Source: an optimization exercise on an open RTL-to-GDS flow (aim: small area and a short achievable clock period). Production flows keep margins and buffers that such runs may drop.
RTL that was checked went through simulation tests only; none was proved equivalent to the original.
The flow treats the clock pin as an ideal source, which a real chip does not have.
Power is estimated from default activity; no workload was simulated.

// ALU_DESIGN
module ALU_DESIGN #(parameter DW = 8, CW = 4)(INP_VALID,OPA,OPB,CIN,CLK,RST,CMD,CE,MODE,COUT,OFLOW,RES,G,E,L,ERR);
  input [DW-1:0] OPA,OPB;
  input CLK,RST,CE,MODE,CIN;
  input [CW-1:0] CMD;
  input [1:0] INP_VALID;
  output reg [DW+1:0] RES;
  output reg COUT;
  output reg OFLOW;
  output reg G;
  output reg E;
  output reg L;
  output reg ERR;
  reg [7:0] A, B;
  reg [3:0] C;
  reg [4:0] W;
  reg VA, VB;
  reg [7:0] P, Q;
  always @(posedge CLK) begin
    if (INP_VALID[0]) A <= OPA;
    if (INP_VALID[1]) B <= OPB;
    if (|INP_VALID) C <= CMD;
  end
  always @(posedge CLK) begin
    if (RST) begin
      VA <= 1'b0;
      VB <= 1'b0;
    end else begin
      if (INP_VALID[0]) VA <= 1'b1;
      if (INP_VALID[1]) VB <= 1'b1;
    end
  end
  always @(posedge CLK) begin
    if (|INP_VALID)
      W[3:0] <= 4'd0;
    else if ((VA ^ VB) && !W[4])
      W[3:0] <= W[3:0] + 4'd1;
  end
  always @(posedge CLK) begin
    if (RST || (|INP_VALID))
      W[4] <= 1'b0;
    else if ((VA ^ VB) && (&W[3:0]))
      W[4] <= 1'b1;
  end
  wire timeout_err = !RST && W[4] && (INP_VALID == 2'b10 || (INP_VALID == 2'b01 && VB));
  wire c0  = (C == 4'd0);
  wire c1  = (C == 4'd1);
  wire c2  = (C == 4'd2);
  wire c3  = (C == 4'd3);
  wire c4  = (C == 4'd4);
  wire c5  = (C == 4'd5);
  wire c6  = (C == 4'd6);
  wire c7  = (C == 4'd7);
  wire c8  = (C == 4'd8);
  wire c9  = (C == 4'd9);
  wire c10 = (C == 4'd10);
  wire c11 = (C == 4'd11);
  wire c12 = (C == 4'd12);
  wire c13 = (C == 4'd13);
  wire xa    = C[3] ? C[0] : ~(C[2] & C[1]);
  wire x1    = ~C[3] & C[2] & C[1] & ~C[0];
  ...
clock: 5.0 ns
lec_check: 0
cap_margin: 20
core_margin: 2
core_utilization: 40
setup_slack_margin: 2.3
slew_margin: 20
standard.sh (not shown) runs the stock make flow with config.mk's settings and CLKGATE_MAP_FILE= SYNTH_SCRIPT=/design/flow/synth_recipe.tcl, a recipe that flattens the netlist after the stock synthesis.
==> flow/flow/run.sh <==
#!/bin/bash
# Layout flow: the standard ORFS flow (standard.sh), with two changes:
#  - synthesis is the standard script (synth_recipe.tcl, ORFS synth.tcl) except
#    that full/half-adder extraction is off (ADDER_MAP_FILE empty) and the
#    final ABC mapping runs flow/syn.abc instead of ORFS's speed script;
#    the registers are unchanged (same passes up to dfflibmap);
#  - the port buffers are sky130_fd_sc_hd__buf_2 cells instead of the
#    default delay cells;
#  - after CTS, flow/skew.tcl delays the clock of the output registers
#    (useful skew for the register-to-register paths into them).
set -uo pipefail
W=$(pwd)
{
  head -n 1 synth_recipe.tcl
  cat <<EOT
proc abc {args} {
  set i [lsearch \$args -script]
  lset args [expr {\$i + 1}] $W/flow/syn.abc
  puts "flow/run.sh: abc \$args"
  yosys abc {*}\$args
}
EOT
  tail -n +2 synth_recipe.tcl
} > my_synth.tcl
bash standard.sh SYNTH_SCRIPT=$W/my_synth.tcl ADDER_MAP_FILE= \
  "BUFFER_PORTS_ARGS=-buffer_cell sky130_fd_sc_hd__buf_2" \
  "CTS_ARGS=-sink_clustering_enable -repair_clock_nets -dont_use_dummy_load" \
  POST_CTS_TCL=$W/flow/skew.tcl finish > flow_standard.log 2>&1
rc=$?
cp -r orfs/logs flow_orfs_logs 2>/dev/null
exit $rc
Other scripts of this flow, unchanged in this note and not shown: flow/flow/skew.tcl, flow/flow/syn.abc
Change:
--- a/flow/design.v
+++ b/flow/design.v
@@ -177,50 +177,41 @@
   wire s1 = B[1] ^ (C[0] & B[0]);
   wire s2 = B[2] ^ (C[0] & (B[1] | B[0]));
   wire [7:0] r1 = s0 ? {A[6:0], A[7]} : A;
   wire [7:0] r2 = s1 ? {r1[5:0], r1[7:6]} : r1;
   wire [7:0] r3 = s2 ? {r2[3:0], r2[7:4]} : r2;
   wire [7:0] lrot = (c12 | c13) ? r3 : 8'd0;
-  reg Z;
-  wire ma = MODE & ~RST;
-  wire ml = ~MODE & ~RST;
   wire [9:0] ares =
-      ({10{~C[3] | (c10 & ~Z)}} & sum) |
-      ({10{c9 & ~Z}} & prod);
-  wire [9:0] res_n = ({10{ma}} & ares) | {2'b00, {8{ml}} & (lres | lrot)};
-  wire cout_n  = ma & (c0 | c2) & sum[8];
-  wire oflow_n = ma & (c1 | c3) & a_lt_b;
-  wire e_n     = ma & c8 & a_eq_b;
-  wire g_n     = ma & c8 & ~a_lt_b & ~a_eq_b;
-  wire l_n     = ma & c8 & a_lt_b;
-  wire err_n   = ml & c12 & (|B[7:4]);
+      ({10{~C[3] | c10}} & sum) |
+      ({10{c9}} & prod);
+  wire [9:0] res_n = MODE ? ares : {2'b00, lres | lrot};
+  wire cout_n  = MODE & (c0 | c2) & sum[8];
+  wire oflow_n = MODE & (c1 | c3) & a_lt_b;
+  wire e_n     = MODE & c8 & a_eq_b;
+  wire g_n     = MODE & c8 & ~a_lt_b & ~a_eq_b;
+  wire l_n     = MODE & c8 & a_lt_b;
+  wire err_n   = ~MODE & c12 & (|B[7:4]);
   wire upd = CE & (RST | (VA & VB));
   always @(posedge CLK) begin
     if (upd) begin
-      RES   <= res_n;
-      COUT  <= cout_n;
-      OFLOW <= oflow_n;
-      G     <= g_n;
-      E     <= e_n;
-      L     <= l_n;
+      RES   <= RST ? 10'd0 : res_n;
+      COUT  <= !RST & cout_n;
+      OFLOW <= !RST & oflow_n;
+      G     <= !RST & g_n;
+      E     <= !RST & e_n;
+      L     <= !RST & l_n;
     end
   end
   always @(posedge CLK) begin
     if (timeout_err)
       ERR <= 1'b1;
     else if (upd)
-      ERR <= err_n;
-  end
-  wire pq_upd = CE & ~RST & VA & VB & MODE & (c9 | c10);
-  always @(posedge CLK) begin
-    if (CE & RST)
-      Z <= 1'b1;
-    else if (pq_upd)
-      Z <= 1'b0;
-  end
+      ERR <= !RST & err_n;
+  end
+  wire pq_upd = CE & (RST | (VA & VB & MODE & (c9 | c10)));
   always @(posedge CLK) begin
     if (pq_upd) begin
-      P <= c9 ? pinc : {A[6:0], 1'b0};
-      Q <= c9 ? qinc : B;
+      P <= RST ? 8'd0 : (c9 ? pinc : {A[6:0], 1'b0});
+      Q <= RST ? 8'd0 : (c9 ? qinc : B);
     end
   end
 endmodule
Sequential share of layout area shrinks by 0.83 points.
Clock power rises by a little under a tenth.
Utilization goes up by 0.88 points.
Synthesized area grows slightly.
First-iteration DRC count increases by a quarter to a third.
Maximum frequency goes up by a few percent.
Clock skew rose by 3.1 ps.
Worst hold slack improved by 74 ps.

## gamma
ALU_DESIGN again, from the RTL that the note above started with.
==> flow/design.v (excerpt) <==
module ALU_DESIGN #(parameter DW = 8, CW = 4)(INP_VALID,OPA,OPB,CIN,CLK,RST,CMD,CE,MODE,COUT,OFLOW,RES,G,E,L,ERR);
clock: 5.0 ns
lec_check: 0
cap_margin: 20
core_margin: 2
core_utilization: 40
setup_slack_margin: 2.35
slew_margin: 20
==> flow/flow/skew.tcl <==
# Useful skew between registers: the output registers (RES and the flags)
# get their clock later than the registers that feed them (the second
# group, P and Q, has an empty chain here). Each group of
# target registers on one clock-tree leaf net gets a chain of delay cells.
proc skew_esc {s} { return [string map {[ \\[ ] \\]} $s] }
set skew_rx [list {^(RES\[[0-9]+\]|COUT|OFLOW|G|E|L|ERR)\$_} {^(P|Q)\[[0-9]+\]\$_}]
set skew_chain [list {sky130_fd_sc_hd__clkdlybuf4s50_1 sky130_fd_sc_hd__clkbuf_4} {}]
array unset skew_grp
foreach cell [get_cells *] {
  set name [get_full_name $cell]
  for {set gi 0} {$gi < 2} {incr gi} {
    if {[regexp [lindex $skew_rx $gi] $name]} {
      set pin [get_pins -quiet "[skew_esc $name]/CLK"]
      if {$pin eq ""} { continue }
      set net [get_full_name [get_nets -of_objects $pin]]
      lappend skew_grp([list $net $gi]) $pin
    }
  }
}
set nins 0
foreach key [lsort [array names skew_grp]] {
  lassign $key net gi
  set chain [lindex $skew_chain $gi]
  set curnet $net
  foreach bc $chain {
    set pins $skew_grp($key)
    insert_buffer -buffer_cell $bc -net [get_nets [skew_esc $curnet]] -load_pins $pins
    incr nins
    set curnet [get_full_name [get_nets -of_objects [lindex $pins 0]]]
  }
  puts "skew: group $gi on $net: [llength $skew_grp($key)] registers, now on $curnet"
}
puts "skew: inserted $nins cells"
# The skew must not be what makes the input paths meet timing: from here on
# the repair sees CIN and MODE, whose paths end mostly at the delayed
# registers, arriving later by more than the skew.
set_input_delay 1.85 -clock [get_clocks core_clock] [get_ports {CIN MODE}]
detailed_placement
estimate_parasitics -placement
repair_timing_helper
detailed_placement
check_placement -verbose
==> flow/flow/syn.abc <==
strash
dch
map -D 2000
strash
dch
map -D 2000
topo
buffer -c
upsize -c -D 2000
dnsize -c -D 2000
stime -c
Scripts as last shown in full above: flow/flow/run.sh
gamma finished every stage and its layout cleared the timing, design-rule and antenna checks.
## Diff of input files: epsilon against gamma
--- a/flow/design.v
+++ b/flow/design.v
@@ -176,44 +176,42 @@
   wire s0 = B[0];
   wire s1 = B[1] ^ (C[0] & B[0]);
   wire s2 = B[2] ^ (C[0] & (B[1] | B[0]));
   wire [7:0] r1 = s0 ? {A[6:0], A[7]} : A;
   wire [7:0] r2 = s1 ? {r1[5:0], r1[7:6]} : r1;
   wire [7:0] r3 = s2 ? {r2[3:0], r2[7:4]} : r2;
   wire [7:0] lrot = (c12 | c13) ? r3 : 8'd0;
   reg Z;
-  wire ma = MODE & ~RST;
-  wire ml = ~MODE & ~RST;
   wire [9:0] ares =
       ({10{~C[3] | (c10 & ~Z)}} & sum) |
       ({10{c9 & ~Z}} & prod);
-  wire [9:0] res_n = ({10{ma}} & ares) | {2'b00, {8{ml}} & (lres | lrot)};
-  wire cout_n  = ma & (c0 | c2) & sum[8];
-  wire oflow_n = ma & (c1 | c3) & a_lt_b;
-  wire e_n     = ma & c8 & a_eq_b;
-  wire g_n     = ma & c8 & ~a_lt_b & ~a_eq_b;
-  wire l_n     = ma & c8 & a_lt_b;
-  wire err_n   = ml & c12 & (|B[7:4]);
+  wire [9:0] res_n = MODE ? ares : {2'b00, lres | lrot};
+  wire cout_n  = MODE & (c0 | c2) & sum[8];
+  wire oflow_n = MODE & (c1 | c3) & a_lt_b;
+  wire e_n     = MODE & c8 & a_eq_b;
+  wire g_n     = MODE & c8 & ~a_lt_b & ~a_eq_b;
+  wire l_n     = MODE & c8 & a_lt_b;
+  wire err_n   = ~MODE & c12 & (|B[7:4]);
   wire upd = CE & (RST | (VA & VB));
   always @(posedge CLK) begin
     if (upd) begin
-      RES   <= res_n;
-      COUT  <= cout_n;
-      OFLOW <= oflow_n;
-      G     <= g_n;
-      E     <= e_n;
-      L     <= l_n;
+      RES   <= RST ? 10'd0 : res_n;
+      COUT  <= !RST & cout_n;
+      OFLOW <= !RST & oflow_n;
+      G     <= !RST & g_n;
+      E     <= !RST & e_n;
+      L     <= !RST & l_n;
     end
   end
   always @(posedge CLK) begin
     if (timeout_err)
       ERR <= 1'b1;
     else if (upd)
-      ERR <= err_n;
+      ERR <= !RST & err_n;
   end
   wire pq_upd = CE & ~RST & VA & VB & MODE & (c9 | c10);
   always @(posedge CLK) begin
     if (CE & RST)
       Z <= 1'b1;
     else if (pq_upd)
       Z <= 1'b0;
   end
==> run summary <==
- Per the comparison of epsilon with gamma, part of the power in combinational logic grew by 2.3 points; register-to-register path setup slack went down; portion of total power attributed to sequential cells went down by 1.8 points.
- Of the two candidates, gamma has the better final area and epsilon the worse one.
- Fmax: lower on gamma
- epsilon finished end to end and its layout was clean on timing, DRC and antenna.
- Compare gamma and epsilon | synthesized cell count higher: gamma
- The setup slack of epsilon is larger than that of gamma.
- Compare gamma and epsilon | combinational power higher: epsilon
- epsilon against gamma: total power went up about 6%; utilization went up 3.1 points; die span in y went down about 0.4%.
- Summary: minimum clock period after layout, epsilon better than gamma
Only the layout flow was run in epsilon; the RTL was not checked for function there.

Setup of maple:
ALU_DESIGN again, from the RTL that the note above started with.
clock: 5.0 ns
lec_check: 0
cap_margin: 20
core_margin: 2
core_utilization: 40
setup_slack_margin: 2.4
slew_margin: 20
==> flow/flow/run.sh <==
#!/bin/bash
# Layout flow: the standard ORFS flow (standard.sh) with these changes:
#  - Synthesis: the standard script (synth_recipe.tcl, which sources ORFS's
#    synth.tcl), whose passes up to and including dfflibmap are unchanged, so
#    the registers are the standard synthesis's. Then:
#      * no full/half-adder extraction (ADDER_MAP_FILE empty);
#      * no quick ABC run inside Yosys's synth (-noabc);
#      * the final ABC mapping runs in two parts: first everything but the
#        logic downstream of the CIN port, then that logic on its own
#        (flow/syn.abc, then flow/late.abc), so that ABC cannot fold CIN,
#        which arrives late, into the start of the adder's carry chain.
#  - Port buffers: sky130_fd_sc_hd__buf_2 instead of the default delay cells.
#  - CTS without dummy loads.
#  - After CTS, flow/skew.tcl delays the clock of the output registers:
#    useful skew for the register-to-register paths into them. The repair
#    after it sees CIN and MODE arriving later than they do, so that no
#    input path relies on that skew.
# Each tool's full output goes to flow_standard.log and orfs/logs (copied to
# flow_orfs_logs).
set -uo pipefail
W=$(pwd)
{
  head -n 1 synth_recipe.tcl
  cat <<EOT
proc synth {args} { yosys synth -nofsm -noshare -noabc {*}\$args }
proc abc {args} {
  set i [lsearch \$args -script]
  set g {\$_AND_,\$_OR_,\$_XOR_,\$_XNOR_,\$_MUX_,\$_NOT_,\$_NAND_,\$_NOR_,\$_ANDNOT_,\$_ORNOT_}
  yosys select -set late w:CIN %co*:+\$g
  lset args [expr {\$i + 1}] $W/flow/syn.abc
  puts "flow/run.sh: abc \$args * @late %d"
  yosys abc {*}\$args * @late %d
  lset args [expr {\$i + 1}] $W/flow/late.abc
  puts "flow/run.sh: abc \$args @late"
  yosys abc {*}\$args @late
}
EOT
  tail -n +2 synth_recipe.tcl
} > my_synth.tcl
bash standard.sh SYNTH_SCRIPT=$W/my_synth.tcl ADDER_MAP_FILE= \
  "BUFFER_PORTS_ARGS=-buffer_cell sky130_fd_sc_hd__buf_2" \
  "CTS_ARGS=-sink_clustering_enable -repair_clock_nets -dont_use_dummy_load" \
  POST_CTS_TCL=$W/flow/skew.tcl finish > flow_standard.log 2>&1
rc=$?
cp -r orfs/logs flow_orfs_logs 2>/dev/null
exit $rc
Scripts as last shown in full above: flow/flow/syn.abc
Other scripts of this flow, unchanged in this note and not shown: flow/flow/late.abc, flow/flow/skew.tcl
maple reached the final stage; the timing, design-rule and antenna checks on its layout passed.
> inputs changed (maple -> raven)
--- a/flow/design.v
+++ b/flow/design.v
@@ -174,53 +174,44 @@
       ({8{c10 | c11}} & {B[6:0], 1'b0}) |
       {7'd0, c2 & (|A) & (|B)};
   wire s0 = B[0];
   wire s1 = B[1] ^ (C[0] & B[0]);
   wire s2 = B[2] ^ (C[0] & (B[1] | B[0]));
   wire [7:0] r1 = s0 ? {A[6:0], A[7]} : A;
   wire [7:0] r2 = s1 ? {r1[5:0], r1[7:6]} : r1;
   wire [7:0] r3 = s2 ? {r2[3:0], r2[7:4]} : r2;
   wire [7:0] lrot = (c12 | c13) ? r3 : 8'd0;
-  reg Z;
-  wire ma = MODE & ~RST;
-  wire ml = ~MODE & ~RST;
   wire [9:0] ares =
-      ({10{~C[3] | (c10 & ~Z)}} & sum) |
-      ({10{c9 & ~Z}} & prod);
-  wire [9:0] res_n = ({10{ma}} & ares) | {2'b00, {8{ml}} & (lres | lrot)};
-  wire cout_n  = ma & (c0 | c2) & sum[8];
-  wire oflow_n = ma & (c1 | c3) & a_lt_b;
-  wire e_n     = ma & c8 & a_eq_b;
-  wire g_n     = ma & c8 & ~a_lt_b & ~a_eq_b;
-  wire l_n     = ma & c8 & a_lt_b;
-  wire err_n   = ml & c12 & (|B[7:4]);
+      ({10{~C[3] | c10}} & sum) |
+      ({10{c9}} & prod);
+  wire [9:0] res_n = MODE ? ares : {2'b00, lres | lrot};
+  wire cout_n  = MODE & (c0 | c2) & sum[8];
+  wire oflow_n = MODE & (c1 | c3) & a_lt_b;
+  wire e_n     = MODE & c8 & a_eq_b;
+  wire g_n     = MODE & c8 & ~a_lt_b & ~a_eq_b;
+  wire l_n     = MODE & c8 & a_lt_b;
+  wire err_n   = ~MODE & c12 & (|B[7:4]);
   wire upd = CE & (RST | (VA & VB));
   always @(posedge CLK) begin
     if (upd) begin
-      RES   <= res_n;
-      COUT  <= cout_n;
-      OFLOW <= oflow_n;
-      G     <= g_n;
-      E     <= e_n;
-      L     <= l_n;
+      RES   <= RST ? 10'd0 : res_n;
+      COUT  <= !RST & cout_n;
+      OFLOW <= !RST & oflow_n;
+      G     <= !RST & g_n;
+      E     <= !RST & e_n;
+      L     <= !RST & l_n;
     end
   end
   always @(posedge CLK) begin
     if (timeout_err)
       ERR <= 1'b1;
     else if (upd)
-      ERR <= err_n;
-  end
-  wire pq_upd = CE & ~RST & VA & VB & MODE & (c9 | c10);
-  always @(posedge CLK) begin
-    if (CE & RST)
-      Z <= 1'b1;
-    else if (pq_upd)
-      Z <= 1'b0;
-  end
+      ERR <= !RST & err_n;
+  end
+  wire pq_upd = CE & (RST | (VA & VB & MODE & (c9 | c10)));
   always @(posedge CLK) begin
     if (pq_upd) begin
-      P <= c9 ? pinc : {A[6:0], 1'b0};
-      Q <= c9 ? qinc : B;
+      P <= RST ? 8'd0 : (c9 ? pinc : {A[6:0], 1'b0});
+      Q <= RST ? 8'd0 : (c9 ? qinc : B);
     end
   end
 endmodule
[summary]
In summary, raven completed successfully, with a layout that passed the timing, design-rule and antenna checks.
Per the comparison of raven with maple, utilization lower, sequential power roughly the same.
Changes observed in raven relative to maple: met2 capacity usage during global routing lower, part of the total power dissipated in the clock network lower.
raven against maple: transition time at the pin with the least slew margin moved up; overall routed net length moved up; area growth from synthesis to final layout moved up; overall power moved up.
Between maple and raven, number of nets produced by synthesis increased.
Compare maple and raven | sequential-to-total area share from yosys stat higher: maple

## what the ideal ports hide
In the flow no input, the clock included, has a driving cell. The finished layouts below were timed again as built, in two steps. Step 1: set_driving_cell puts a clkbuf_16 on CLK and a buf_2 on each other input, an assumption about the parent block. Step 2, shift: input delay + t, output delay - t, t = (earliest + latest rising clock arrival at the registers) / 2. This alone moves slack from input paths to output paths. a / b / c = ideal ports / drivers / drivers and shift; a / b = the first two.
run	shift t [ns]	slack for setup (ns)	worst setup path at the end	clock arrival spread, ns
maple	0.559	2.409 / 2.409 / 2.409	register to register	0.405 / 0.405
raven	0.562	2.311 / 2.311 / 2.151	input to register	0.390 / 0.391
Clock arrivals are far apart in maple and raven, so t is only a midpoint there and step 2 fits no single register. For raven, which loses most, drivers alone change the setup slack by 0.000 ns; drivers and shift together by -0.160 ns.
